This design comes from an exercise in tuning for small area on the open sky130 flow, not from production work. Function was checked by simulation only, so behaviour that the tests miss may differ from the original.

==> flow/design.v, too long to show whole: its modules and the start of the top module <==
// module rv_regf: 28 lines
// module rv_muldiv: 109 lines
// module rv_mul33: 1451 lines
// module rv_lzc32: 16 lines
// module rv_fpu: 335 lines
// module rv_add: 16 lines
// module rv_addcs: 15 lines
// module rv_inc: 15 lines
// module rv_cneg: 13 lines
// module rv_pcadd: 10 lines
// module rv_alu: 88 lines
// module rv_core: 636 lines
module rv_core #(parameter Nregs = 16,
                 parameter debug = 0,
                 parameter fpuen = 1 ) (
  input  logic clk,
  input  logic xreset,
  output u32_t i_adr,	 
  input  u32_t i_dr,	 
  output logic i_re,	 
  input  logic i_rdy,	 
  output u32_t d_adr,	 
  input  u32_t d_dr,	 
  output logic d_re,	 
  output u32_t d_dw,	 
  output u4_t  d_we,	 
  input  logic d_rdy,	 
  input  logic d_be,	 
  input  logic irq   
  );
  // ...
==> flow/flow/run.sh <==
#!/bin/bash
# Own layout flow = the standard ORFS flow with a re-mapped synthesis netlist.
#  2. fapol.py: choose the polarity of each full adder so that fewer inverters are needed
#  3. resynthesis: all combinational cells except full/half adders are dissolved into logic
#     and mapped again by ABC with an area-oriented script (flow/abc.script); registers,
#     adders and tie cells are kept as they are
#  5. the standard layout flow (bash standard.sh finish) on the chosen netlist, with the make
#     settings listed in flow/extra.txt (clock tree options, port buffer cell)
# Each tool writes its full output to a log file of its own in this folder (log_*.txt).
set -uo pipefail
W=$(pwd)
F=$W/flow
R=orfs/results/${FLOW_PLATFORM}/rv_core/base
export PATH="$FLOW_HOME/../tools/install/yosys/bin:$FLOW_HOME/../tools/install/OpenROAD/bin:$PATH"

echo "== reference synthesis"
bash standard.sh synth > log_synth_reference.txt 2>&1 || { echo "reference synthesis failed"; exit 1; }
cp "$R/1_2_yosys.v" ref.v

LIB=$(make -s -C "$FLOW_HOME" DESIGN_CONFIG="$W/config.mk" WORK_HOME="$W/orfs" print-LIB_FILES 2>/dev/null | sed -n 's/^LIB_FILES: *//p' | awk '{print $1}')
DU=$(make -s -C "$FLOW_HOME" DESIGN_CONFIG="$W/config.mk" WORK_HOME="$W/orfs" print-DONT_USE_CELLS 2>/dev/null | sed -n 's/^DONT_USE_CELLS: *//p')
DUA=""; for c in $DU; do DUA="$DUA -dont_use $c"; done
printf 'set_driving_cell sky130_fd_sc_hd__buf_1\nset_load 5\n' > abc.constr

resyn() {  # $1 in.v  $2 out.v  $3 tag
  python3 "$F/fapol.py" "$1" "pol_$3.v" > "log_fapol_$3.txt" 2>&1 || return 1
  cat > "resyn_$3.ys" <<EOY
read_liberty -ignore_miss_func $LIB
read_verilog pol_$3.v
hierarchy -top ${FLOW_TOP}
setattr -mod -set keep_hierarchy 1 sky130_fd_sc_hd__fa_* sky130_fd_sc_hd__ha_* sky130_fd_sc_hd__*df* sky130_fd_sc_hd__conb_*
flatten
delete t:\$scopeinfo
opt_clean -purge
abc -script $F/abc.script -liberty $LIB $DUA -constr $W/abc.constr -D $(awk "BEGIN{print ${FLOW_PERIOD_NS}*1000}")
opt_clean -purge
setundef -zero
hilomap -singleton -hicell sky130_fd_sc_hd__conb_1 HI -locell sky130_fd_sc_hd__conb_1 LO
splitnets
opt_clean -purge
insbuf -buf sky130_fd_sc_hd__buf_4 A X
select ${FLOW_TOP}
tee -o stat_$3.txt stat -liberty $LIB
write_verilog -noattr -nohex -nodec -selected $2
EOY
  yosys -s "resyn_$3.ys" > "log_resyn_$3.txt" 2>&1 || return 1
}

use=ref.v
echo "== resynthesis"
if resyn ref.v mine1.v 1 && resyn mine1.v mine2.v 2 && resyn mine2.v mine3.v 3; then
  # candidates from the smallest area to the largest
  cands=$(for i in 1 2 3; do echo "$(sed -n "s/.*Chip area for module .*: //p" stat_$i.txt) mine$i.v"; done | sort -g | awk '{print $2}')
  for cand in $cands; do
    if python3 "$F/regcheck.py" ref.v $cand > log_regcheck_$cand.txt 2>&1 && \
       bash "$F/cec.sh" "$LIB" ref.v $cand > log_cec_$cand.txt 2>&1 && \
       grep -q "Networks are equivalent" log_cec_$cand.txt; then
      use=$cand; break
    fi
  done
fi
echo "netlist used: $use"
grep -i "chip area" orfs/reports/${FLOW_PLATFORM}/rv_core/base/synth_stat.txt stat_*.txt 2>/dev/null
if [[ $use != ref.v ]]; then
  cp $use "$R/1_2_yosys.v"
fi

echo "== layout"
# extra make variables for the layout steps (one assignment per line), e.g. CTS options
EXTRA=()
if [[ -f "$F/extra.txt" ]]; then
  while IFS= read -r line; do [[ -n "$line" && "$line" != \#* ]] && EXTRA+=("$line"); done < "$F/extra.txt"
fi
echo "extra layout settings: ${EXTRA[*]:-none}"
bash standard.sh "${EXTRA[@]}" finish > log_layout.txt 2>&1 || { echo "layout failed"; tail -20 log_layout.txt; exit 1; }
ls -la out/
==> flow/flow/abc.script <==
strash
ifraig
dch -f
amap
strash
dch -f
amap
strash
dch -f
amap
topo
stime -c
==> flow/flow/cec.sh <==
#!/bin/bash
# usage: cec.sh LIB a.v b.v  -- combinational equivalence of two flat netlists, registers cut by name
LIB=$1; A=$2; B=$3; D=cec_work; rm -rf $D; mkdir -p $D
H=$(dirname $0)
for x in a b; do
  f=$A; [[ $x == b ]] && f=$B
  python3 $H/cutflops.py $f $D/$x.v || exit 2
  yosys -q -p "read_liberty -ignore_miss_func $LIB; read_verilog $D/$x.v; hierarchy -top ${FLOW_TOP:-rv_core}; flatten; opt_clean; setundef -zero; aigmap; write_aiger $D/$x.aig" > $D/$x.log 2>&1 || { tail $D/$x.log; exit 2; }
done
yosys-abc -c "cec $D/a.aig $D/b.aig" 2>&1 | tail -2
==> flow/flow/cutflops.py <==
#!/usr/bin/env python3
"""Turn a flat sky130hd netlist into a purely combinational one for equivalence checking:
every flip-flop instance is removed; its Q net becomes an input port and its D/DE nets output
ports, named after the instance.  Ports are listed in sorted order so that two netlists with the
same registers get the same port order.   usage: cutflops.py IN.v OUT.v"""
import re, sys
src = open(sys.argv[1]).read()
m = re.search(r"^module\s+(\S+)\s*\((.*?)\);", src, re.M | re.S)
top = m.group(1)
body = src[m.end():src.rindex("endmodule")]
SEQ = re.compile(r"^sky130_fd_sc_hd__(e?dfx|df[rsb]|sdf|sedf)")
decls, cells = [], []
ins, outs = {}, {}
for part in re.finditer(r".*?;", body, re.S):
    t = part.group(0)
    c = re.match(r"^\s*(sky130_fd_sc_hd__\w+)\s+(\S+)\s*\((.*?)\);\s*$", t, re.S)
    if c and SEQ.match(c.group(1)):
        name = re.sub(r"[^A-Za-z0-9_]", "_", c.group(2))
        pins = dict((p, n.strip()) for p, n in re.findall(r"\.(\w+)\(\s*(.*?)\s*\)\s*(?:,|$)", c.group(3), re.S))
        def fmt(n): return n + " " if n.startswith("\\") else n
        if pins.get("Q"):
            ins[f"cut_q_{name}"] = fmt(pins["Q"])
        for p in ("D", "DE", "SCD", "SCE", "RESET_B", "SET_B"):
            if p in pins and pins[p]:
                outs[f"cut_{p.lower()}_{name}"] = fmt(pins[p])
        continue
    d = re.match(r"^\s*(input|output)\s+(?:\[(\d+):(\d+)\]\s*)?(\S+?)\s*;", t)
    if d:
        kind, hi, lo, nm = d.groups()
        if hi:
            for i in range(int(lo), int(hi) + 1):
                (ins if kind == "input" else outs)[f"port_{nm}_{i}"] = f"{nm}[{i}]"
        else:
            (ins if kind == "input" else outs)[f"port_{nm}"] = nm
        decls.append(t.replace(kind, "wire", 1))
        continue
    decls.append(t)
names = sorted(ins) + sorted(outs)
o = [f"module {top}({', '.join(names)});"]
for n in sorted(ins): o.append(f"  input {n};")
for n in sorted(outs): o.append(f"  output {n};")
o.extend(decls)
for n in sorted(ins): o.append(f"  assign {ins[n]} = {n};")
for n in sorted(outs): o.append(f"  assign {n} = {outs[n]};")
o.append("endmodule")
open(sys.argv[2], "w").write("\n".join(o) + "\n")
==> flow/flow/extra.txt <==
CTS_ARGS=-sink_clustering_enable -repair_clock_nets -dont_use_dummy_load -sink_clustering_size 15 -sink_clustering_max_diameter 100
BUFFER_PORTS_ARGS=-buffer_cell sky130_fd_sc_hd__buf_1
==> flow/flow/fapol.py <==
#!/usr/bin/env python3
"""Inverter clean-up around full adders in a flat sky130hd netlist written by Yosys.

A full adder is self-dual: FA(~a,~b,~c) = (~sum, ~cout).  Synthesis leaves many inverters between
full adders (sum/carry of one adder inverted into the next).  This script chooses for every
fa_* cell whether to use it 'flipped' (inputs and outputs complemented), so that as few inverters
as possible remain.  All inverters are first dissolved into (net, polarity) pairs and then
re-created: at most one per net whose complement is needed (reusing an original inverter's cell
type and instance name where there was one).  The logic function of every register input and
output port is unchanged; registers are untouched.

usage: fapol.py IN.v OUT.v
"""
import re
import sys
from collections import defaultdict

OUT_PINS = {"X", "Y", "Q", "Q_N", "SUM", "COUT", "HI", "LO", "GCLK"}
INV = re.compile(r"^sky130_fd_sc_hd__(clk)?inv_\d+$")
FA = re.compile(r"^sky130_fd_sc_hd__fa_\d+$")

src = open(sys.argv[1]).read()
m = re.search(r"^module\s+(\S+)\s*\((.*?)\);", src, re.M | re.S)
mod_start = m.start()
body_start = m.end()
end = src.rindex("endmodule")

# ---- parse statements of the module body
stmts = []  # ('text', str) or ('cell', type, name, [(pin, net)])
cell_re = re.compile(r"^\s*(sky130_fd_sc_hd__\w+)\s+(\S+)\s*\((.*?)\);\s*$", re.S)
pin_re = re.compile(r"\.(\w+)\(\s*(.*?)\s*\)\s*(?:,|$)", re.S)
pos = body_start
for part in re.finditer(r".*?;", src[body_start:end], re.S):
    text = part.group(0)
    c = cell_re.match(text)
    if c:
        pins = [(p, n.strip()) for p, n in pin_re.findall(c.group(3))]
        stmts.append(("cell", c.group(1), c.group(2), pins))
    else:
        stmts.append(("text", text))
tail = src[body_start:end][sum(len(s[1]) if s[0] == "text" else 0 for s in stmts):]  # unused

cells = [s for s in stmts if s[0] == "cell"]
for s in stmts:
    if s[0] == "text" and re.search(r"\bassign\b", s[1]):
        sys.exit("assign statements are not handled")

def fmt(n):
    return n + " " if n.startswith("\\") else n

def is_const(n):
    return re.fullmatch(r"\d+'[hbd][0-9a-fA-FxzXZ]+", n) is not None

# driver of each net
driver = {}
for _, typ, name, pins in cells:
    for p, n in pins:
        if p in OUT_PINS and n:
            driver[n] = (typ, name, p)

# inverter map: output net -> input net
inv_of = {}
inv_cells = {}
for _, typ, name, pins in cells:
    if INV.match(typ):
        d = dict(pins)
        if d.get("Y") and d.get("A") is not None:
            inv_of[d["Y"]] = d["A"]
            inv_cells[name] = (typ, d["A"], d["Y"])

def base(n):
    """(base net, polarity): n == base ^ pol, following inverter chains."""
    pol = 0
    seen = 0
    while n in inv_of and seen < 100:
        n = inv_of[n]
        pol ^= 1
        seen += 1
    return n, pol

# loads: every non-inverter cell input pin, on its base net
# ports (outputs) are loads too: find output port nets
port_decl = re.findall(r"^\s*output\s+(?:\[(\d+):(\d+)\]\s*)?(\S+?)\s*;", src[body_start:end], re.M)
out_port_nets = set()
for hi, lo, nm in port_decl:
    if hi:
        for i in range(int(lo), int(hi) + 1):
            out_port_nets.add(f"{nm}[{i}]")
        out_port_nets.add(nm)
    else:
        out_port_nets.add(nm)

fa_names = [name for _, typ, name, _ in cells if FA.match(typ)]
fa_index = {n: i for i, n in enumerate(fa_names)}
flip = [0] * len(fa_names)

# load list per base net: (fa index or -1, need_pol)   need_pol relative to base signal
loads = defaultdict(list)
fa_inputs = {}   # fa index -> list of base nets (for delta evaluation)
for _, typ, name, pins in cells:
    if INV.match(typ):
        continue
    fi = fa_index.get(name, -1)
    ins = []
    for p, n in pins:
        if p in OUT_PINS or not n:
            continue
        if is_const(n):
            continue
        b, pol = base(n)
        loads[b].append((fi, pol))
        ins.append(b)
    if fi >= 0:
        fa_inputs[fi] = ins
# output ports read nets
port_loads = 0
for n in out_port_nets:
    if n in driver and INV.match(driver[n][0]):
        # port driven by an inverter: keep that inverter as it is (treat as load of base with pol)
        pass
fa_out = defaultdict(list)  # fa index -> its output base nets
net_fa = {}                 # base net -> fa index driving it
for _, typ, name, pins in cells:
    if FA.match(typ):
        fi = fa_index[name]
        for p, n in pins:
            if p in OUT_PINS and n:
                fa_out[fi].append(n)
                net_fa[n] = fi
locked = set()
inv_driven_ports = set()
for n in out_port_nets:
    b, pol = base(n) if n in inv_of else (n, 0)
    if b in net_fa:
        locked.add(net_fa[b])
    if n in inv_of:
        inv_driven_ports.add(n)

def net_cost(b):
    f = flip[net_fa[b]] if b in net_fa else 0
    for fi, pol in loads.get(b, ()):
        if pol ^ (flip[fi] if fi >= 0 else 0) ^ f:
            return 1
    return 0

def fa_nets(fi):
    return set(fa_out[fi]) | set(fa_inputs.get(fi, []))

initial = sum(net_cost(b) for b in loads)
changed = True
rounds = 0
while changed and rounds < 50:
    changed = False
    rounds += 1
    for fi in range(len(fa_names)):
        if fi in locked:
            continue
        nets = fa_nets(fi)
        before = sum(net_cost(b) for b in nets)
        flip[fi] ^= 1
        after = sum(net_cost(b) for b in nets)
        if after < before:
            changed = True
        else:
            flip[fi] ^= 1
final = sum(net_cost(b) for b in loads)

# ---- rebuild
# inverter to use for base net b (its complement)
inv_name_for = {}
orig_inv_for_base = {}
for name, (typ, a, y) in inv_cells.items():
    b, pol = base(a)
    if y in inv_driven_ports or y in out_port_nets:
        continue
    if pol == 0 and b not in orig_inv_for_base:
        orig_inv_for_base[b] = (typ, name)
new_cells = []
new_wires = []
used_names = set(n for _, _, n, _ in cells)
cnt = [0]

def complement_net(b):
    if b not in inv_name_for:
        typ, name = orig_inv_for_base.get(b, ("sky130_fd_sc_hd__inv_1", None))
        if name is None or name in inv_name_for.values():
            cnt[0] += 1
            name = f"_fapol_inv_{cnt[0]}_"
        out = f"_fapol_n_{len(new_wires)}_"
        new_wires.append(out)
        new_cells.append((typ, name, [("A", b), ("Y", out)]))
        inv_name_for[b] = name
        inv_out[b] = out
    return inv_out[b]

inv_out = {}

def phys(b):
    return flip[net_fa[b]] if b in net_fa else 0

out = []
for s in stmts:
    if s[0] == "text":
        out.append(s[1])
        continue
    _, typ, name, pins = s
    if INV.match(typ):
        a, y = inv_cells[name][1], inv_cells[name][2]
        if y in inv_driven_ports or y in out_port_nets:
            # keep inverters that drive ports as they are, fed with the right polarity
            b, pol = base(a)
            want = pol  # port net = ~a = ~(b^pol); input needed = b^pol
            net = b if (want ^ phys(b)) == 0 else complement_net(b)
            out.append(f"  {typ} {name} (\n    .A({fmt(net)}),\n    .Y({y})\n  );")
        continue
    fi = fa_index.get(name, -1)
    f = flip[fi] if fi >= 0 else 0
    newpins = []
    for p, n in pins:
        if p in OUT_PINS or not n:
            newpins.append((p, n))
            continue
        if is_const(n):
            if f:
                n = {"1'h0": "1'h1", "1'h1": "1'h0"}.get(n, n)
            newpins.append((p, n))
            continue
        b, pol = base(n)
        need = pol ^ f
        newpins.append((p, b if (need ^ phys(b)) == 0 else complement_net(b)))
    out.append(f"  {typ} {name} (\n" + ",\n".join(f"    .{p}({n})" for p, n in newpins) + "\n  );")

out = [re.sub(r"\.(\w+)\((\\[^()]*?)\)", lambda mm: f".{mm.group(1)}({fmt(mm.group(2).strip())})", o) for o in out]
wires = "".join(f"  wire {w};\n" for w in new_wires)
invs = "".join(f"  {t} {n} (\n    .A({fmt(a[0][1])}),\n    .Y({a[1][1]})\n  );\n" for t, n, a in new_cells)
result = src[:body_start] + "\n" + wires + "\n".join(out) + "\n" + invs + src[end:]
open(sys.argv[2], "w").write(result)
sys.stderr.write(
    f"fapol: {len(fa_names)} full adders, {sum(flip)} flipped, {len(locked)} locked; "
    f"inverters {len(inv_cells)} -> {len(new_cells) + len(inv_driven_ports)} "
    f"(needed complements {initial} -> {final})\n"
)
==> flow/flow/regcheck.py <==
#!/usr/bin/env python3
"""Exit 0 if two flat netlists hold the same registers: same instance names, same cell family."""
import re, sys
SEQ = re.compile(r'^sky130_fd_sc_hd__(e?dfx|df[rsb]|sdf|sedf|dl[xrc]|sdl|lpflow_inputiso)')
def regs(fn):
    out = {}
    for m in re.finditer(r'^\s*(sky130_fd_sc_hd__\w+)\s+(\S+)\s*\(', open(fn).read(), re.M):
        if SEQ.match(m.group(1)):
            out[m.group(2).lstrip('\\')] = re.sub(r'_\d+$', '', m.group(1))
    return out
a, b = regs(sys.argv[1]), regs(sys.argv[2])
diff = sorted(k for k in set(a) | set(b) if a.get(k) != b.get(k))
print(f"reference {len(a)} registers, area netlist {len(b)}, differing {len(diff)}")
for k in diff[:20]:
    print(" ", k, a.get(k), b.get(k))
sys.exit(0 if a and not diff else 1)
==> flow/standard.sh <==
#!/bin/bash
# synth_recipe.tcl (not shown) runs the flow's synth.tcl, then flattens the netlist and writes it again
# the make line also repeats each setting of config.mk as NAME=value (left out here)
make -C /OpenROAD-flow-scripts/flow DESIGN_CONFIG=/design/flow/config.mk WORK_HOME=/design/flow/orfs CLKGATE_MAP_FILE= SYNTH_SCRIPT=/design/flow/synth_recipe.tcl "${@:-finish}"
==> flow/config.mk <==
export PLATFORM = sky130hd
export DESIGN_NAME = rv_core
export DESIGN_NICKNAME = rv_core
export VERILOG_FILES = /design/flow/design.v
export SDC_FILE = /design/flow/constraint.sdc
export NUM_CORES = 8
export LEC_CHECK = 0
export ABC_AREA = 1
export CAP_MARGIN = 30
export CORE_MARGIN = 2
export CORE_UTILIZATION = 40
export CTS_CLUSTER_DIAMETER = 100
export CTS_CLUSTER_SIZE = 15
export SETUP_SLACK_MARGIN = 0.1
export SLEW_MARGIN = 20
==> flow/constraint.sdc <==
create_clock -name core_clock -period 36.0 [get_ports {clk}]
set_input_delay 7.2000 -clock core_clock [delete_from_list [all_inputs] [get_ports {clk}]]
set_output_delay 7.2000 -clock core_clock [all_outputs]
set_load 0.01 [all_outputs]
==> run notes, run 1 <==
met3 track demand over resource: 21.9%
Worst slew margin: 17.4%
flop2flop setup slack: 2.12 ns
CTS tree: done
Worst path depth: 93
worst clock skew: 0.127 ns
Root Driver: clkbuf_16
Initial Utilization: 40.2%
area delta synth->final: 12.8%
hold endpoint: mmd1[1][0]$_DFFE_PN_
Clock Sinks: 1574
Well Taps: 3781
antenna violations before repair: 89
core area: 0.288 mm2
CP arrival: 27.59 ns
#MultiIn Comb: 9820
n_diodes: 39
status: finished clean
met2 WL: 262000 um
Worst Setup Path Type: flop to output pin
global-route wire length before repair: 942000 um
Fin. Hold Viols: 0
HP Start: mmd1[0][0]$_DFFE_PN_
most frequent cells in the layout: nor2_1 (1934), o22ai_1 (1410), clkinv_1 (1211)
FF+latch area: 0.0435 mm2
Critical path origin: alu[4]$_SDFFCE_PP0P_
die height: 542 um
PnR worst setup slack: 1.21 ns
crit path max-delay cell type: edfxtp_1
multi-input gate share of total cell area: 52.2%
==> run 2, diff against run 1 <==
--- a/flow/flow/run.sh
+++ b/flow/flow/run.sh
@@ -5,7 +5,7 @@
 #     and mapped again by ABC with an area-oriented script (flow/abc.script); registers,
 #     adders and tie cells are kept as they are
 #  5. the standard layout flow (bash standard.sh finish) on the chosen netlist, with the make
-#     settings listed in flow/extra.txt (clock tree options, port buffer cell)
+#     settings listed in flow/extra.txt (clock tree options, port buffer cell, buf_4 left out of timing repair)
 # Each tool writes its full output to a log file of its own in this folder (log_*.txt).
 set -uo pipefail
 W=$(pwd)
==> flow/flow/extra.txt (replaced) <==
CTS_ARGS=-sink_clustering_enable -repair_clock_nets -dont_use_dummy_load -sink_clustering_size 15 -sink_clustering_max_diameter 100
BUFFER_PORTS_ARGS=-buffer_cell sky130_fd_sc_hd__buf_1
DONT_USE_CELLS=sky130_fd_sc_hd__probe_p_8 sky130_fd_sc_hd__probec_p_8 sky130_fd_sc_hd__lpflow_bleeder_1 sky130_fd_sc_hd__lpflow_clkbufkapwr_1 sky130_fd_sc_hd__lpflow_clkbufkapwr_16 sky130_fd_sc_hd__lpflow_clkbufkapwr_2 sky130_fd_sc_hd__lpflow_clkbufkapwr_4 sky130_fd_sc_hd__lpflow_clkbufkapwr_8 sky130_fd_sc_hd__lpflow_clkinvkapwr_1 sky130_fd_sc_hd__lpflow_clkinvkapwr_16 sky130_fd_sc_hd__lpflow_clkinvkapwr_2 sky130_fd_sc_hd__lpflow_clkinvkapwr_4 sky130_fd_sc_hd__lpflow_clkinvkapwr_8 sky130_fd_sc_hd__lpflow_decapkapwr_12 sky130_fd_sc_hd__lpflow_decapkapwr_3 sky130_fd_sc_hd__lpflow_decapkapwr_4 sky130_fd_sc_hd__lpflow_decapkapwr_6 sky130_fd_sc_hd__lpflow_decapkapwr_8 sky130_fd_sc_hd__lpflow_inputiso0n_1 sky130_fd_sc_hd__lpflow_inputiso0p_1 sky130_fd_sc_hd__lpflow_inputiso1n_1 sky130_fd_sc_hd__lpflow_inputiso1p_1 sky130_fd_sc_hd__lpflow_inputisolatch_1 sky130_fd_sc_hd__lpflow_isobufsrc_1 sky130_fd_sc_hd__lpflow_isobufsrc_16 sky130_fd_sc_hd__lpflow_isobufsrc_2 sky130_fd_sc_hd__lpflow_isobufsrc_4 sky130_fd_sc_hd__lpflow_isobufsrc_8 sky130_fd_sc_hd__lpflow_isobufsrckapwr_16 sky130_fd_sc_hd__lpflow_lsbuf_lh_hl_isowell_tap_1 sky130_fd_sc_hd__lpflow_lsbuf_lh_hl_isowell_tap_2 sky130_fd_sc_hd__lpflow_lsbuf_lh_hl_isowell_tap_4 sky130_fd_sc_hd__lpflow_lsbuf_lh_isowell_4 sky130_fd_sc_hd__lpflow_lsbuf_lh_isowell_tap_1 sky130_fd_sc_hd__lpflow_lsbuf_lh_isowell_tap_2 sky130_fd_sc_hd__lpflow_lsbuf_lh_isowell_tap_4 sky130_fd_sc_hd__buf_4
--- a/flow/config.mk
+++ b/flow/config.mk
@@ -8,8 +8,7 @@
 export ABC_AREA = 1
 export CAP_MARGIN = 30
 export CORE_MARGIN = 2
-export CORE_UTILIZATION = 40
+export CORE_UTILIZATION = 45
 export CTS_CLUSTER_DIAMETER = 100
 export CTS_CLUSTER_SIZE = 15
-export SETUP_SLACK_MARGIN = 0.1
 export SLEW_MARGIN = 20
==> run 2 against run 1 <==
  * Still clean
  * Non-clock buffer count grew 168
  * Utilization increased by 5.3 points
  * Synthesized cell count stayed put
  * Critical path type unchanged
==> run notes, run 2 <==
full die area: 0.261 mm2
via count: 133000
setup violators final: 0
Top delay family on crit path: adder cells
Root Driver: clkbuf_16
critical path's most frequent cell: fa_1
Synth Warn #: 18
core area: 0.256 mm2 (-11%)
met2 usage: 67.8%
Critical Path RT: 28.80 ns
RSZ-0062 raised after global routing: false
met1 GRT Util: 66.4%
global-route wire length before repair: 972000 um (+3.2%)
Worst slew margin: 17.2% (-0.14 points)
Fin. Hold Viols: 0 (unchanged)
syn avg cell area: 9.13 um2
Top Usage Layer GRT: met2
Worst Setup Path Type: flop to output pin
R2R Path Start: rrd1[3]$_DFFE_PP_
number of global-route vias before repair: 118000
drt pass-1 iters: 19
total wire length: 721000 um
status: finished clean
Hold Crit Class: flop to flop
crit-path max cell delay: 0.50 ns
die height: 511 um (-5.7%)
capturing point of the worst reg2reg path: u_rv_alu.u_rv_fpu.rwdatx[26]$_DFFE_PP_
fin. max-slew vios: 0
MaxCap Viol Count: 0
area delta synth->final: 12.0%
CP bufs+invs: 5
Clock Sinks: 1574 (unchanged)
layout cell share with drive strength beyond 1: 8.24%
Remaining Overflow, GRT: 0
startpoint types: flop
GRT Total Usage: 53.0%
H-Tree Depth: 4
Crit. End Element: output pin
Post-DRT Antenna Nets: 0
detailed placement HPWL: 533000 um
IO Port Bufs: 170
Row Count: 186
crit path capture: i_adr[30]
met3 track demand over resource: 29.0% (+7.1 points)
Initial Utilization: 45.1% (+5.0 points)
clk buf depth: 3
Worst path depth: 95 (+2.2%)
initial drt markers: 30500
Clock transition at path regs: 0.07 ns
HP Start: irq_s[0]$_DFFE_PP_
Fmax: 28.5 MHz
I/O pin total: 172
Post-route DRC: 0
number of buffers created by CTS: 134
CTS Hold Bufs: 0
CTS tree: done
post-route cell area: 0.130 mm2
flop2flop setup slack: 2.29 ns (+0.17 ns)
commonest non-fill, non-tap cell in the layout: nor2_1
setup TNS: 0 ns
CP arrival: 27.85 ns (+0.26 ns)
NumNets Final: 14900
max FFs per register: 480
worst clock skew: 0.162 ns (+0.0356 ns)
crit path max-delay cell type: fa_1
Critical path origin: alu[4]$_SDFFCE_PP0P_
antenna violations before repair: 106 (+19%)
largest net degree at the start of global routing: 120
later-pin clock latency in the skew report: 0.90 ns
DIE WIDTH: 511 um
Worst R2R Path Depth: 80
Tmin final: 35.05 ns
syn nets: 13800
Synth Cell Area: 0.116 mm2
Tightest Pin Transition: 1.24 ns
Via density: 7.67
Placer Congestion: 1.22
CP Max Fanout: 7
Placed Area: 0.125 mm2
post-DR wirelength/cell: 41.7 um
Cells after Synth: 12700
fin crit share: 97.4%
most frequent cells in the layout: nor2_1 (1935), o22ai_1 (1415), clkinv_1 (1223)
==> run 2: worst min path at each step <==
stage / endpoint / slack [ns] / cells after the start
after floorplan: d_be1[1]$_DFFE_PN_ / 0.40 / 0
after global placement: mmd1[1][2]$_DFFE_PN_ / 0.41 / 0
after detailed placement: mmd1[1][0]$_DFFE_PN_ / 0.41 / 0
after CTS: irq_s[1]$_DFFE_PP_ / 0.37 / 0
after global routing: irq_s[1]$_DFFE_PP_ / 0.40 / 0
final: irq_s[1]$_DFFE_PP_ / 0.37 / 0
==> run 2: final cells by class <==
class,instances,area (um2)
Antenna cell,103,258
Clock buffer,134,3350
Fill cell,24100,127000
Inverter,1243,4690
Multi-Input combinational cell,9820,68100
Sequential cell,1574,43500
Tap cell,3384,4230
Timing Repair Buffer,1009,5440
==> run 2: routing by layer <==
metal,vias to the layer above,routed length [um]
met5,-,1980
met4,86,67700
met3,3684,132000
met2,13900,265000
met1,63200,254000
li1,51700,-
==> run 2: what timing repair did <==
action	4_1_cts	5_1_grt
setup buffers	0	9
setup endpoints to repair	0	3
hold endpoints to repair	0	0
gates resized for setup	0	8
==> run 2: stage by stage <==
step / utilization, % / hold WS (ns) / cells / worst slack (ns)
5_1_grt: 50.5 / 0.397 / 17200 / 0.0608
4_1_cts: 50.3 / 0.365 / 17100 / 0.853
2_1_floorplan: - / 0.400 / 12700 / 0.0156
3_5_place_dp: 48.9 / 0.407 / 17000 / 1.55
3_3_place_gp: 48.7 / 0.406 / 16900 / 1.50
6_report: 50.6 / 0.372 / 17300 / 0.946
==> run 3, diff against run 2 <==
--- a/flow/config.mk
+++ b/flow/config.mk
@@ -8,7 +8,8 @@
 export ABC_AREA = 1
 export CAP_MARGIN = 30
 export CORE_MARGIN = 2
-export CORE_UTILIZATION = 45
+export CORE_UTILIZATION = 40
 export CTS_CLUSTER_DIAMETER = 100
 export CTS_CLUSTER_SIZE = 15
+export SETUP_SLACK_MARGIN = 0.1
 export SLEW_MARGIN = 20
==> run 3 against run 2 <==
  * Flip-flop and latch count unchanged
  * Die area is 12% higher
  * Register-to-register slack lost 0.04 ns
  * Via count shrank 2.9%
  * Still clean
  * Setup slack better by 0.42 ns
  * First-iteration DRC count down 18%
  * Critical path type unchanged
  * Area after synthesis unchanged
  * Design area increased by 0.21%
==> run notes, run 3 <==
status: finished clean
Tmin final: 34.64 ns (-0.418 ns)
syn nets: 13800 (unchanged)
Post-DRT Antenna Nets: 0 (unchanged)
Worst slew margin: 15.8% (-1.5 points)
fill cell count: 28600 (+19%)
Fin. Hold Viols: 0 (unchanged)
Row Count: 197 (+5.9%)
CP Max Fanout: 7 (unchanged)
number of global-route vias before repair: 115000 (-3.1%)
die height: 542 um (+6.0%)
detailed placement HPWL: 541000 um (+1.5%)
drt pass-1 iters: 12 (-7)
commonest non-fill, non-tap cell in the layout: nor2_1
RSZ-0062 raised after global routing: false
global-route wire length before repair: 969000 um (-0.27%)
crit path max-delay cell type: fa_1
Worst Setup Path Type: flop to output pin
Initial Utilization: 40.2% (-5.0 points)
met2 usage: 62.0% (-5.8 points)
PnR worst setup slack: 1.36 ns (+0.418 ns)
post-DR wirelength/cell: 40.9 um (-2.0%)
met3 track demand over resource: 22.2% (-6.8 points)
CTS tree: done
Tightest Pin Transition: 1.26 ns (+0.0268 ns)
fin crit share: 96.2% (-1.2 points)
worst clock skew: 0.119 ns (-0.0436 ns)
Root Driver: clkbuf_16
Critical Path RT: 28.80 ns (about the same)
I/O pin total: 172 (unchanged)
Placer Congestion: 1.14 (-6.4%)
initial drt markers: 25000 (-18%)
largest net degree at the start of global routing: 144 (+20%)
setup violators final: 0 (unchanged)
fin. max-slew vios: 0 (unchanged)
Synth Cell Area: 0.116 mm2 (unchanged)
Critical path origin: alu[4]$_SDFFCE_PP0P_
IO Port Bufs: 170 (unchanged)
R2R Path Start: alu[1]$_SDFFCE_PP0P_
met1 GRT Util: 62.4% (-4.1 points)
GRT Total Usage: 47.3% (-5.7 points)
antenna violations before repair: 87 (-18%)
Via density: 7.30 (-4.8%)
layout cell share with drive strength beyond 1: 8.16% (-0.076 points)
HP Start: mmd1[0][1]$_DFFE_PN_
DP Worst Slack: 1.76 ns (+0.218 ns)
critical path's most frequent cell: fa_1
H-Tree Depth: 4 (unchanged)
Crit. End Element: output pin
MaxCap Viol Count: 0 (unchanged)
CP arrival: 27.44 ns (-0.41 ns)
startpoint types: flop
full die area: 0.293 mm2 (+12%)
total wire length: 721000 um (about the same)
Fmax: 28.9 MHz (+1.2%)
setup TNS: 0 ns (unchanged)
later-pin clock latency in the skew report: 0.91 ns (about the same)
Synth Warn #: 18 (unchanged)
Clock Sinks: 1574 (unchanged)
via count: 129000 (-2.9%)
Clock transition at path regs: 0.09 ns (+0.02 ns)
max FFs per register: 480 (unchanged)
DIE WIDTH: 542 um (+6.0%)
crit-path max cell delay: 0.50 ns (about the same)
clk buf depth: 4 (+1)
core area: 0.288 mm2 (+12%)
Hold Crit Class: flop to flop
Cells after Synth: 12700 (unchanged)
most frequent cells in the layout: nor2_1 (1937), o22ai_1 (1412), clkinv_1 (1212)
syn avg cell area: 9.13 um2 (unchanged)
NumNets Final: 14900 (-0.12%)
number of buffers created by CTS: 135 (+0.75%)
Post-route DRC: 0 (unchanged)
area delta synth->final: 12.3%
Top Usage Layer GRT: met1
Remaining Overflow, GRT: 0 (unchanged)
==> run 3: worst paths after layout <==
check / to / slack, ns / depth (start not counted)
max: i_adr[30] / 1.36 / 94
min: mmd1[1][1]$_DFFE_PN_ / 0.41 / 0
max reg2reg: u_rv_alu.u_rv_fpu.rwdatx[21]$_DFFE_PP_ / 2.25 / 168
min reg2reg: mmd1[1][1]$_DFFE_PN_ / 0.41 / 0
==> run 3: repair_timing <==
action / 4_1_cts / 5_1_grt
hold buffers: 0 / 0
endpoints found under the setup margin: 0 / 15
buffers inserted: 0 / 1
gates resized for setup: 0 / 11
==> run 3: final cells by class <==
class | count | area (um2) | area share, %
multi-input combinational | 9820 | 68100 | 52.4
sequential | 1574 | 43500 | 33.5
timing repair buffer | 990 | 5290 | 4.07
tap | 3781 | 4730 | 3.64
inverter | 1243 | 4690 | 3.61
clock buffer | 135 | 3380 | 2.60
antenna | 69 | 173 | 0.133
==> run 3: metal layers <==
layer	vias to the layer above	wire, um
met3	2549	120000
met5	-	802
met2	11600	273000
met1	62800	273000
li1	51600	-
met4	47	53700
==> run 3: worst max-delay path: cells and delay by family (launching register included) <==
family,cells,cell delay [ns]
flops,1,0.48
simple gates,29,4.41
fa+ha+maj,46,17.99
buf+inv,4,0.49
compound gates,15,3.18
==> run 3: stage by stage <==
step                      util (%)  hold WS, ns  instance area [um2]  std cells
after floorplan                  -        0.400               116000      12700
after global placement        43.6        0.401               125000      17300
after detailed placement      43.7        0.405               126000      17400
after CTS                     44.9        0.413               129000      17500
after global routing          45.0        0.427               130000      17600
final                         45.1        0.410               130000      17600
==> module rv_fpu, before the edit <==
module rv_fpu (
    input logic clk,
    input logic xreset,
    input logic rdy,
    input alu_t alu,
    input u32_t rrd1,
    input u32_t rrd2,
    input logic [47:0] mprod,	 
    output u32_t rwdat,
    output u32_t rwdatx,   
    output logic cmpl,
    output logic mulop   
    );
  logic sgns;
  u9_t  exps;
  u29_t sums;
  logic nan, inf;
  u26_t R, A, B;	 
  typedef enum logic {Idle, Calc} state_t;
  state_t st;
  u5_t exc;
  logic nan1r, nan2r, inf1r, inf2r, fz1r, fz2r;
  always_comb begin
    case (alu)
    FLOAT,FMUL,FIX,FEQ,FLT,FLE,FMIN,FMAX,FSGNJ,FSGNJN,FSGNJX: mulop = 1'b1;
    default:  mulop = 1'b0;
    endcase
  end
  logic sgn1, sgn2;
  u8_t  exp1, exp2;
  logic e1max, e2max, e1z, e2z, f1z, f2z;
  logic nan1, nan2, inf1, inf2, fz1, fz2;
  assign sgn1 = rrd1[31];
  assign sgn2 = rrd2[31];
  assign exp1 = rrd1[30:23];
  assign exp2 = rrd2[30:23];
  assign e1max = &exp1;
  assign e2max = &exp2;
  assign e1z = ~|exp1;
  assign e2z = ~|exp2;
  assign f1z = ~|rrd1[22:0];
  assign f2z = ~|rrd2[22:0];
  assign nan1 = e1max & ~f1z;
  assign nan2 = e2max & ~f2z;
  assign inf1 = e1max & f1z;
  assign inf2 = e2max & f2z;
  assign fz1 = e1z & f1z;
  assign fz2 = e2z & f2z;
  logic isfadd, isfsub, isfix, isfloat, isfdiv;
  assign isfsub  = (alu == FSUB);
  assign isfadd  = (alu == FADD) | isfsub;
  assign isfix   = (alu == FIX);
  assign isfloat = (alu == FLOAT);
  assign isfdiv  = (alu == FDIV);
  u8_t  eb, ediff, dabs;
  logic ecy, gt, ege;
  assign eb = isfix ? 8'd150 : exp2;
  rv_add #(8) u_ediff (.a(exp1), .b(~eb), .ci(1'b1), .s(ediff), .co(ecy));    
  assign gt = ecy & (ediff != 8'd0);
  rv_cneg #(8) u_dabs (.a(ediff), .neg(~ecy), .y(dabs));
  logic [23:0] xsh, ylg;	 
  logic        zsh;		 
  logic [25:0] ext, shr;
  logic        stk;
  assign xsh = gt ? {1'b1, rrd2[22:0]} : {1'b1, rrd1[22:0]};
  assign ylg = gt ? {1'b1, rrd1[22:0]} : {1'b1, rrd2[22:0]};
  assign zsh = (gt ? fz2 : fz1) | (dabs > 8'd24);
  assign ext = {xsh, 2'b00};
  always_comb begin
    logic [25:0] t;
    logic s;
    t = ext;
    s = 1'b0;
    if (dabs[4]) begin s = s | (|t[15:0]); t = {16'd0, t[25:16]}; end
    if (dabs[3]) begin s = s | (|t[7:0]);  t = {8'd0,  t[25:8]};  end
    if (dabs[2]) begin s = s | (|t[3:0]);  t = {4'd0,  t[25:4]};  end
    if (dabs[1]) begin s = s | (|t[1:0]);  t = {2'd0,  t[25:2]};  end
    if (dabs[0]) begin s = s | t[0];       t = {1'd0,  t[25:1]};  end
    shr = zsh ? 26'd0 : t;
    stk = zsh ? 1'b0 : s;
  end
  logic        sub, dneg;
  logic [26:0] lop, sop, sopx, dsum;
  logic        dco;
  logic [27:0] dres, vsums1;
  logic        vsgns1;
  assign sub  = sgn1 ^ sgn2 ^ isfsub;
  assign lop  = {ylg, 3'b000};
  assign sop  = {shr, stk};
  assign sopx = sop ^ {27{sub}};
  rv_add #(27) u_fadd (.a(lop), .b(sopx), .ci(sub), .s(dsum), .co(dco));
  assign dres = {dco ^ sub, dsum};
  assign dneg = sub & ~dco;		 
  logic [31:0] ngin, ngout;
  logic        ngneg;
  rv_cneg #(32) u_neg (.a(ngin), .neg(ngneg), .y(ngout));
  assign vsums1 = ngout[27:0];
  assign vsgns1 = sgn1 ^ (sub & ~gt & dco & (dsum != 27'd0));
  logic [31:0] fsrc, fneg, nin, nout;
  logic [5:0]  lz;
  logic        fsgn;
  assign fsgn = (rrd2 == 'd0) & rrd1[31];
  assign fneg = ngout;
  assign nin = isfloat ? fneg : {sums[26:0], 5'd0};
  rv_lzc32 u_lzc (.a(nin), .n(lz));
  assign nout = nin << lz[4:0];
  logic [8:0]  vexps2, exps_p1, exps_mlz;
  logic        ecy2;
  logic [28:0] vsums2;
  logic [25:0] vsigs2;
  logic        rnd2;
  rv_inc #(9) u_expp1 (.a(exps), .ci(1'b1), .s(exps_p1), .co());
  rv_add #(9) u_expmlz (.a(exps), .b(~{3'd0, lz}), .ci(1'b1), .s(exps_mlz), .co(ecy2));
  always_comb begin
    if (sums == 'd0) begin
      vexps2 = '0;
      vsums2 = '0;
    end else if (sums[27]) begin
      vexps2 = exps_p1;
      vsums2 = {1'b0, sums[28:1]};
    end else if (exps_mlz[8]) begin    
      vexps2 = '0;
      vsums2 = '0;
    end else begin
      vexps2 = exps_mlz;
      vsums2 = {2'b00, nout[31:5]};
    end
  end
  assign rnd2 = vsums2[2] & (vsums2[3] | vsums2[1] | vsums2[0]);
  logic [25:0] rin, rout;
  logic        rci, rco;
  rv_inc #(26) u_rnd (.a(rin), .ci(rci), .s(rout), .co(rco));
  assign vsigs2 = rout;
  u32_t fadd_res;
  assign fadd_res = {sgns, nan ? 8'hff : vexps2[7:0], inf ? 23'd0 : vsigs2[22:0]};
  u32_t float_res;
  logic [8:0] fexp;
  assign fexp = 9'd158 - {3'd0, lz};
  assign float_res = {fsgn, fz1 ? 8'd0 : fexp[7:0], nout[30:8]};
  u32_t fixu, fix_res;
  assign fixu = gt ? 32'd0 : {8'd0, shr[25:2]};
  assign fix_res = ngout;
  assign ngin  = isfloat ? rrd1 : isfix ? fixu : {4'd0, dres};
  assign ngneg = isfloat ? fsgn : isfix ? sgn1 : dneg;
  u32_t fmul_res;
  logic [23:0] mm;
  logic [22:0] msig;
  logic        mco;
  logic [8:0]  mexp, mexp2;
  assign mm = mprod[47] ? mprod[46:23] : mprod[45:22];
  assign msig = rout[22:0];
  assign mco  = &mm;		 
  rv_add #(9) u_mexp (.a({1'b0, exp1}), .b({1'b0, exp2}), .ci(mprod[47] | mco), .s(mexp), .co());
  always_comb begin
    logic [7:0] e;
    logic [22:0] f;
    if (mexp < 9'd128) e = 8'd0;
    else if (mexp > 9'd381) e = 8'hff;
    else e = mexp[7:0] - 8'd127;
    f = msig;
    if (fz1 || fz2) begin e = 8'd0; f = 23'd0; end
    if (inf1 || inf2) f = 23'd0;
    if (nan1 || nan2 || inf1 || inf2) e = 8'hff;
    fmul_res = {sgn1 ^ sgn2, e, f};
  end
  u32_t cmp_res;
  logic mlt, meq, mz1, mz2, clt, ceq;
  logic [30:0] mdiff;
  logic cmco;
  rv_add #(31) u_fcmp (.a(rrd1[30:0]), .b(~rrd2[30:0]), .ci(1'b1), .s(mdiff), .co(cmco));
  assign mlt = ~cmco;				 
  assign meq = (rrd1[30:0] == rrd2[30:0]);
  assign mz1 = (rrd1[30:0] == 31'd0);
  assign mz2 = (rrd2[30:0] == 31'd0);
  always_comb begin
    case ({sgn1, sgn2})
    2'b00:   clt = mlt;
    2'b11:   clt = ~mlt & ~meq;
    2'b10:   clt = ~mz1 | ~mz2;
    default: clt = 1'b0;
    endcase
  end
  assign ceq = (mz1 & mz2) | ((sgn1 == sgn2) & meq);
  always_comb begin
    case (alu)
    FEQ : cmp_res = {31'd0, ceq};
    FLT : cmp_res = {31'd0, clt};
    FLE : cmp_res = {31'd0, clt | ceq};
    FMIN: cmp_res = clt ? rrd1 : rrd2;
    default: cmp_res = clt ? rrd2 : rrd1;	 
    endcase
  end
  u32_t sgnj_res;
  always_comb begin
    case (alu)
    FSGNJ:  sgnj_res = {rrd2[31], rrd1[30:0]};
    FSGNJN: sgnj_res = {~rrd2[31], rrd1[30:0]};
    default: sgnj_res = {rrd1[31] ^ rrd2[31], rrd1[30:0]};	 
    endcase
  end
  logic [25:0] q1d, q2d, vB1, vB2;
  logic        q1, q2, q1c, q2c;
  rv_add #(26) u_fdiv1 (.a(B), .b(~R), .ci(1'b1), .s(q1d), .co(q1c));
  assign q1 = q1c;
  assign vB1 = {(q1 ? q1d[24:0] : B[24:0]), 1'b0};
  rv_add #(26) u_fdiv2 (.a(vB1), .b(~R), .ci(1'b1), .s(q2d), .co(q2c));
  assign q2 = q2c;
  assign vB2 = {(q2 ? q2d[24:0] : vB1[24:0]), 1'b0};
  u32_t fdiv_res;
  logic [24:0] dm;
  logic [23:0] dsig;
  logic [8:0]  dexp, exps_m1, dexp0;
  logic [8:0]  fdexp;
  assign dm = A[25] ? A[25:1] : A[24:0];
  assign dsig = rout[23:0];
  assign rin = isfadd ? vsums2[28:3] : (alu == FMUL) ? {3'd0, mm[23:1]} : {2'd0, dm[24:1]};
  assign rci = isfadd ? rnd2 : (alu == FMUL) ? mm[0] : dm[0];
  rv_add #(9) u_expm1 (.a(exps), .b(9'h1ff), .ci(1'b0), .s(exps_m1), .co());
  assign dexp = A[25] ? exps : exps_m1;
  rv_add #(9) u_fdexp (.a({1'b0, exp1}), .b(~{1'b0, exp2}), .ci(1'b0), .s(fdexp), .co());   
  logic [8:0] fdexps;
  rv_add #(9) u_fdexps (.a(fdexp), .b(9'd255), .ci(1'b0), .s(fdexps), .co());   
  always_comb begin
    logic [7:0] e;
    logic [22:0] f;
    if (dexp < 9'd128) begin
      e = 8'd0; f = 23'd0;
    end else if (dexp > 9'd381) begin
      e = 8'hff; f = 23'd0;
    end else begin
      e = dexp[7:0] - 8'd127; f = dsig[22:0];
    end
    if ((fz2r && fz1r) || (inf1r && inf2r)) begin
      e = 8'hff; f = {1'b1, 22'd0};
    end else if (fz1r || inf2r) begin
      e = 8'd0; f = 23'd0;
    end else if (fz2r || inf1r) begin
      e = 8'hff; f = 23'd0;
    end
    if (nan1r || nan2r) begin
      e = 8'hff; f = {1'b1, 22'd0};
    end
    fdiv_res = {sgns, e, f};
  end
  always_ff@(posedge clk) begin
    if(!xreset) begin
    end else begin
      if(rdy) begin
        case (alu)
        FADD,FSUB : begin
            nan <= nan1 | nan2 | inf1 | inf2;
            inf <= inf1 | inf2;
            sgns <= vsgns1;
            exps <= {1'b0, gt ? exp1 : exp2};
            sums <= {1'b0, vsums1};
            rwdat <= fadd_res;
        end
        FDIV : begin
            if(st == Idle) begin
              R <= {3'b001, rrd2[22:0]};
              B <= {3'b001, rrd1[22:0]};
              A <= '0;
              exps <= fdexps;
              sgns <= sgn1 ^ sgn2;
              nan1r <= nan1;
              nan2r <= nan2;
              inf1r <= inf1;
              inf2r <= inf2;
              fz1r <= fz1;
              fz2r <= fz2;
            end else if(exc > 'd3) begin
              B <= vB2;
              A <= {A[23:0], q1, q2};
            end
            if(exc == 'd1) begin
              rwdat <= fdiv_res;
            end
        end
        FLOAT : rwdatx <= float_res;
        FMUL  : rwdatx <= fmul_res;
        FIX   : rwdatx <= fix_res;
        FEQ,FLT,FLE,FMIN,FMAX : rwdatx <= cmp_res;
        FSGNJ,FSGNJN,FSGNJX : rwdatx <= sgnj_res;
        default : begin
            rwdatx <= '0;
            rwdat <= '0;
        end
        endcase
      end
    end
    if(!xreset) begin
      st <= Idle;
      cmpl <= 1'b0;
      exc <= 'd0;
    end else if(rdy) begin
        if(st == Idle) begin
          case(alu)
          FADD,FSUB: begin
            st <= Calc;
            exc <= 'd1;
            cmpl <= 1'b1;
          end
          FDIV: begin
            st <= Calc;
            exc <= 'd16;
          end
          default: begin
            exc <= 'd0;
          end
          endcase
        end else begin   
          case(alu)
          FADD,FSUB: begin
            cmpl <= 1'b0;
          end
          FDIV: begin
            if(exc == 'd2) begin
              cmpl <= 1'b1;
            end else begin
              cmpl <= 1'b0;
            end
          end
          default: begin
            cmpl <= 1'b0;
          end
          endcase
          if(exc > 'd0) begin
            exc <= exc - 'd1;
          end else if(exc == '0) begin
            st <= Idle;
          end
        end
    end
  end
endmodule
==> module rv_alu, before the edit <==
module rv_alu #(parameter fpuen = 1) (
  input  logic clk,
  input  logic xreset,
  input  logic rdy,
  input  alu_t alu,
  input  u32_t rrd1,
  input  u32_t rrd2,
  input  u32_t csr_rd,
  output u32_t rwdat,
  output u32_t rwdatx,
  output logic cmpl,
  output logic mulop
  );
  logic fm, sa, sb;
  logic [32:0] ma, mb;
  logic [63:0] prod;
  assign fm = (alu == FMUL);
  assign sa = rrd1[31] & (alu == MULH || alu == MULHSU);
  assign sb = rrd2[31] & (alu == MULH);
  assign ma = {sa, rrd1[31:24] & {8{~fm}}, rrd1[23] | fm, rrd1[22:0]};
  assign mb = {sb, rrd2[31:24] & {8{~fm}}, rrd2[23] | fm, rrd2[22:0]};
  rv_mul33 u_rv_mul33 (.a(ma), .b(mb), .p(prod));
  u32_t rwd, rwdx;
  logic cmplm, mulopm;
  rv_muldiv u_rv_muldiv(	 
    .clk(clk),   .xreset(xreset), .rdy(rdy),
    .alu(alu),
    .rrd1(rrd1), .rrd2(rrd2), .prod(prod),
    .rwdat(rwd), .rwdatx(rwdx),
    .cmpl(cmplm), .mulop(mulopm)
  );
  u32_t rwdatf, rwdatxf;
  logic cmplf, mulopf;
  rv_fpu u_rv_fpu (
    .clk    (clk),
    .xreset (xreset),
    .rdy    (rdy),
    .alu    (alu),
    .rrd1   (rrd1),
    .rrd2   (rrd2),
    .mprod  (prod[47:0]),
    .rwdat  (rwdatf),
    .rwdatx (rwdatxf),
    .cmpl   (cmplf),
    .mulop  (mulopf)
    );
  assign mulop = mulopm | mulopf;
  assign cmpl = cmplm | cmplf;
  assign rwdatx = rwdx | rwdatxf;
  logic isub, aco, ltu, lts;
  u32_t asum;
  assign isub = (alu == SUB) || (alu == SLT) || (alu == SLTU);
  rv_addcs #(32, 16) u_add (.a(rrd1), .b(rrd2 ^ {32{isub}}), .ci(isub), .s(asum), .co(aco));
  assign ltu = ~aco;
  assign lts = ltu ^ rrd1[31] ^ rrd2[31];
  logic sleft, sfill;
  u32_t sin, sout, srev;
  logic [32:0] sext;
  always_comb begin
    sleft = (alu == SLL);
    sfill = (alu == SRA) & rrd1[31];
    for (int i = 0; i < 32; i++) sin[i] = sleft ? rrd1[31-i] : rrd1[i];
    sext = $signed({sfill, sin}) >>> rrd2[4:0];
    srev = rrd2[5] ? {32{sfill}} : sext[31:0];
    for (int i = 0; i < 32; i++) sout[i] = sleft ? srev[31-i] : srev[i];
  end
  always_comb begin
  case(alu)	 
  ADD:    rwdat = asum;
  S2:     rwdat = rrd2;
  SLT:    rwdat = {31'd0, lts};
  SLTU:   rwdat = {31'd0, ltu};
  XOR:    rwdat = rrd1 ^ rrd2;
  OR:     rwdat = rrd1 | rrd2;
  AND:    rwdat = rrd1 & rrd2;
  SLL:    rwdat = sout;
  SRL:    rwdat = sout;
  SRA:    rwdat = sout;
  SUB:    rwdat = asum;
  CSR:    rwdat = csr_rd;
  DIV:    rwdat = rwd;
  DIVU:   rwdat = rwd;
  REM:    rwdat = rwd;
  REMU:   rwdat = rwd;
  default: rwdat = rwdatf;
  endcase
  end
endmodule
==> run 4, diff against run 3 <==
--- a/flow/design.v
+++ b/flow/design.v
@@ -1873,6 +1873,10 @@
     input u32_t rrd1,
     input u32_t rrd2,
     input logic [47:0] mprod,	 
+    output logic [31:0] nin,	 
+    output logic [5:0]  lz,
+    input  logic [31:0] nout,
+    input  logic        mlt_in,	 
     output u32_t rwdat,
     output u32_t rwdatx,   
     output logic cmpl,
@@ -1963,14 +1967,12 @@
   rv_cneg #(32) u_neg (.a(ngin), .neg(ngneg), .y(ngout));
   assign vsums1 = ngout[27:0];
   assign vsgns1 = sgn1 ^ (sub & ~gt & dco & (dsum != 27'd0));
-  logic [31:0] fsrc, fneg, nin, nout;
-  logic [5:0]  lz;
+  logic [31:0] fsrc, fneg;
   logic        fsgn;
   assign fsgn = (rrd2 == 'd0) & rrd1[31];
   assign fneg = ngout;
   assign nin = isfloat ? fneg : {sums[26:0], 5'd0};
   rv_lzc32 u_lzc (.a(nin), .n(lz));
-  assign nout = nin << lz[4:0];
   logic [8:0]  vexps2, exps_p1, exps_mlz;
   logic        ecy2;
   logic [28:0] vsums2;
@@ -2032,10 +2034,7 @@
   end
   u32_t cmp_res;
   logic mlt, meq, mz1, mz2, clt, ceq;
-  logic [30:0] mdiff;
-  logic cmco;
-  rv_add #(31) u_fcmp (.a(rrd1[30:0]), .b(~rrd2[30:0]), .ci(1'b1), .s(mdiff), .co(cmco));
-  assign mlt = ~cmco;				 
+  assign mlt = mlt_in;				 
   assign meq = (rrd1[30:0] == rrd2[30:0]);
   assign mz1 = (rrd1[30:0] == 31'd0);
   assign mz2 = (rrd2[30:0] == 31'd0);
@@ -2301,6 +2300,9 @@
     .cmpl(cmplm), .mulop(mulopm)
   );
   u32_t rwdatf, rwdatxf;
+  logic [31:0] fnin, fnout;
+  logic [5:0]  flz;
+  logic        flt30;
   logic cmplf, mulopf;
   rv_fpu u_rv_fpu (
     .clk    (clk),
@@ -2310,6 +2312,10 @@
     .rrd1   (rrd1),
     .rrd2   (rrd2),
     .mprod  (prod[47:0]),
+    .nin    (fnin),
+    .lz     (flz),
+    .nout   (fnout),
+    .mlt_in (flt30),
     .rwdat  (rwdatf),
     .rwdatx (rwdatxf),
     .cmpl   (cmplf),
@@ -2320,7 +2326,9 @@
   assign rwdatx = rwdx | rwdatxf;
   logic isub, aco, ltu, lts;
   u32_t asum;
-  assign isub = (alu == SUB) || (alu == SLT) || (alu == SLTU);
+  assign isub = (alu == SUB) || (alu == SLT) || (alu == SLTU) ||
+                (alu == FEQ) || (alu == FLT) || (alu == FLE) || (alu == FMIN) || (alu == FMAX);
+  assign flt30 = ~(asum[31] ^ rrd1[31] ^ ~rrd2[31]);
   rv_addcs #(32, 16) u_add (.a(rrd1), .b(rrd2 ^ {32{isub}}), .ci(isub), .s(asum), .co(aco));
   assign ltu = ~aco;
   assign lts = ltu ^ rrd1[31] ^ rrd2[31];
@@ -2335,6 +2343,7 @@
     srev = rrd2[5] ? {32{sfill}} : sext[31:0];
     for (int i = 0; i < 32; i++) sout[i] = sleft ? srev[31-i] : srev[i];
   end
+  assign fnout = fnin << flz[4:0];	 
   always_comb begin
   case(alu)	 
   ADD:    rwdat = asum;
==> run 4 against run 3 <==
  * Largest cell class unchanged
  * Critical path type unchanged
  * Setup slack worse by 0.19 ns
  * Area after synthesis fell by 0.83%
  * Clock-buffer cell count shrank 10
  * Via count shrank 1.3%
  * Still clean
==> run notes, run 4 <==
DIE WIDTH: 539 um (-0.41%)
NumNets Final: 14700 (-1.6%)
critical path's most frequent cell: fa_1
die height: 539 um (-0.41%)
Worst slew margin: 15.1% (-0.61 points)
I/O pin total: 172 (unchanged)
Clock transition at path regs: 0.08 ns (about the same)
Post-route DRC: 0 (unchanged)
layout cell share with drive strength beyond 1: 8.39% (+0.23 points)
cell total after placement: 17200 (-1.3%)
post-DR wirelength/cell: 40.1 um (-1.9%)
max FFs per register: 480 (unchanged)
detailed placement HPWL: 518000 um (-4.1%)
Hold Crit Class: flop to flop
Row Count: 196 (-0.51%)
CTS tree: done
Synth Cell Area: 0.115 mm2 (-0.83%)
largest net degree at the start of global routing: 109 (-24%)
fin cells: 17400 (-1.3%)
commonest non-fill, non-tap cell in the layout: nor2_1
total wire length: 698000 um (-3.2%)
crit path max-delay cell type: fa_1
Synth Warn #: 18 (unchanged)
crit-path max cell delay: 0.50 ns (about the same)
later-pin clock latency in the skew report: 0.98 ns (+0.07 ns)
Clock Sinks: 1574 (unchanged)
most frequent cells in the layout: nor2_1 (1955), o22ai_1 (1434), edfxtp_1 (1199)
Placer Congestion: 1.16 (+1.3%)
startpoint types: flop
fin crit share: 96.7% (+0.52 points)
Fmax: 28.7 MHz (-0.54%)
Cells after Synth: 12500 (-1.6%)
Crit. End Element: output pin
Root Driver: clkbuf_16
Worst Setup Path Type: flop to output pin
Tightest Pin Transition: 1.27 ns (+0.00595 ns)
number of buffers created by CTS: 125 (-7.4%)
Fin. Hold Viols: 0 (unchanged)
core area: 0.285 mm2 (-0.93%)
Post-DRT Antenna Nets: 0 (unchanged)
area delta synth->final: 12.0%
global-route wire length before repair: 943000 um (-2.7%)
number of global-route vias before repair: 114000 (-0.75%)
Initial Utilization: 40.2% (+0.041 points)
GRT Total Usage: 46.0% (-1.3 points)
CP arrival: 27.63 ns (+0.19 ns)
antenna violations before repair: 66 (-24%)
syn nets: 13600 (-1.7%)
Via density: 7.31 (about the same)
Critical Path RT: 28.80 ns (about the same)
Remaining Overflow, GRT: 0 (unchanged)
fin. max-slew vios: 0 (unchanged)
IO Port Bufs: 170 (unchanged)
via count: 127000 (-1.3%)
worst clock skew: 0.146 ns (+0.0268 ns)
status: finished clean
RSZ-0062 raised after global routing: true
CP Max Fanout: 5 (-2)
clk buf depth: 4 (unchanged)
setup TNS: 0 ns (unchanged)
syn avg cell area: 9.20 um2 (+0.81%)
drt pass-1 iters: 13 (+1)
initial drt markers: 25000 (-0.12%)
MaxCap Viol Count: 0 (unchanged)
setup violators final: 0 (unchanged)
full die area: 0.291 mm2 (-0.83%)
H-Tree Depth: 3 (-1)
Tmin final: 34.83 ns (+0.189 ns)
run 4: cell types whose count changed in the layout (fill, tap and decap cells not counted), moves of 35 or more:
cell,delta
a221oi_1,-105
nand2_1,-74
a222oi_1,+62
a22oi_1,+62
clkinv_1,-54
a21oi_1,-49
o21a_1,-45
nor3_1,-35
run 4: critical path, delay by kind of cell (launching register included):
kind | cells | cell delay, ns
DFF | 1 | 0.46
AOI/OAI and AO/OA | 16 | 2.95
buffers and inverters | 5 | 0.78
adders and majority gates | 46 | 18.44
and+or+nand+nor | 36 | 4.15
run 4: per-layer routing:
metal	vias up	track usage, %	part of all wire (%)
met3	2809	21.0	17
met4	58	28.6	8.1
met2	11700	62.1	38
li1	51100	-	-
met1	61300	59.0	36
met5	-	2.42	0.18
run 4: worst paths after layout:
kind | start | end | slack (ns) | cells after the start
max reg2reg | alu[3]$_SDFFCE_PP0P_ | u_rv_alu.u_rv_fpu.rwdatx[20]$_DFFE_PP_ | 2.13 | 163
min | mmd1[0][0]$_DFFE_PN_ | mmd1[1][0]$_DFFE_PN_ | 0.43 | 0
min reg2reg | mmd1[0][0]$_DFFE_PN_ | mmd1[1][0]$_DFFE_PN_ | 0.43 | 0
max | alu[1]$_SDFFCE_PP0P_ | i_adr[30] | 1.17 | 103
run 4: repair_timing:
item,CTS,global route
hold buffers,0,0
pin swaps,0,9
cloned,0,0
setup buffers,0,13
gates resized for setup,5,42
setup endpoints to repair,2,16
run 4: area by class of cell:
class	instances	area [um2]
Tap cell	3762	4710
Inverter	1188	4480
Fill cell	28100	157000
Multi-Input combinational cell	9668	67400
Timing Repair Buffer	995	5100
Antenna cell	67	168
Sequential cell	1574	43500
Clock buffer	125	3130
run 4: metrics by stage:
step | hold slack [ns] | utilization [%] | area (um2) | worst slack [ns]
after detailed placement | 0.407 | 43.7 | 125000 | 0.491
after global routing | 0.435 | 45.0 | 128000 | -0.0682
after floorplan | 0.400 | - | 115000 | 0.120
after CTS | 0.423 | 44.8 | 128000 | 0.111
after global placement | 0.403 | 43.6 | 124000 | 0.636
final | 0.425 | 45.0 | 128000 | 1.17

[port drivers added, routing unchanged]
The flow's constraints put no driver on any port. The routed layouts listed below were extracted and timed again, unchanged, in two steps. Step 1: set_driving_cell puts a clkbuf_16 on clk and a buf_2 on each other input, an assumption about the parent block. Step 2 moves the port delays by t, midway between the first and last clock arrival at a register: inputs arrive t later, outputs are due t later. That takes back most of the time a late clock gives input paths. Three values: ideal ports, drivers, drivers and shift; two values: the first two.
run | t (ns) | setup slack, ns | latest minus earliest clock arrival (ns)
run 1 | 0.945 | 1.214 / 1.106 / 2.050 | 0.135 / 0.135
run 2 | 0.926 | 0.946 / 0.835 / 1.761 | 0.166 / 0.166
run 3 | 0.967 | 1.363 / 1.246 / 2.213 | 0.142 / 0.142
run 4 | 1.011 | 1.174 / 1.056 / 2.067 | 0.178 / 0.178
After both steps setup and hold are still met in every run listed.
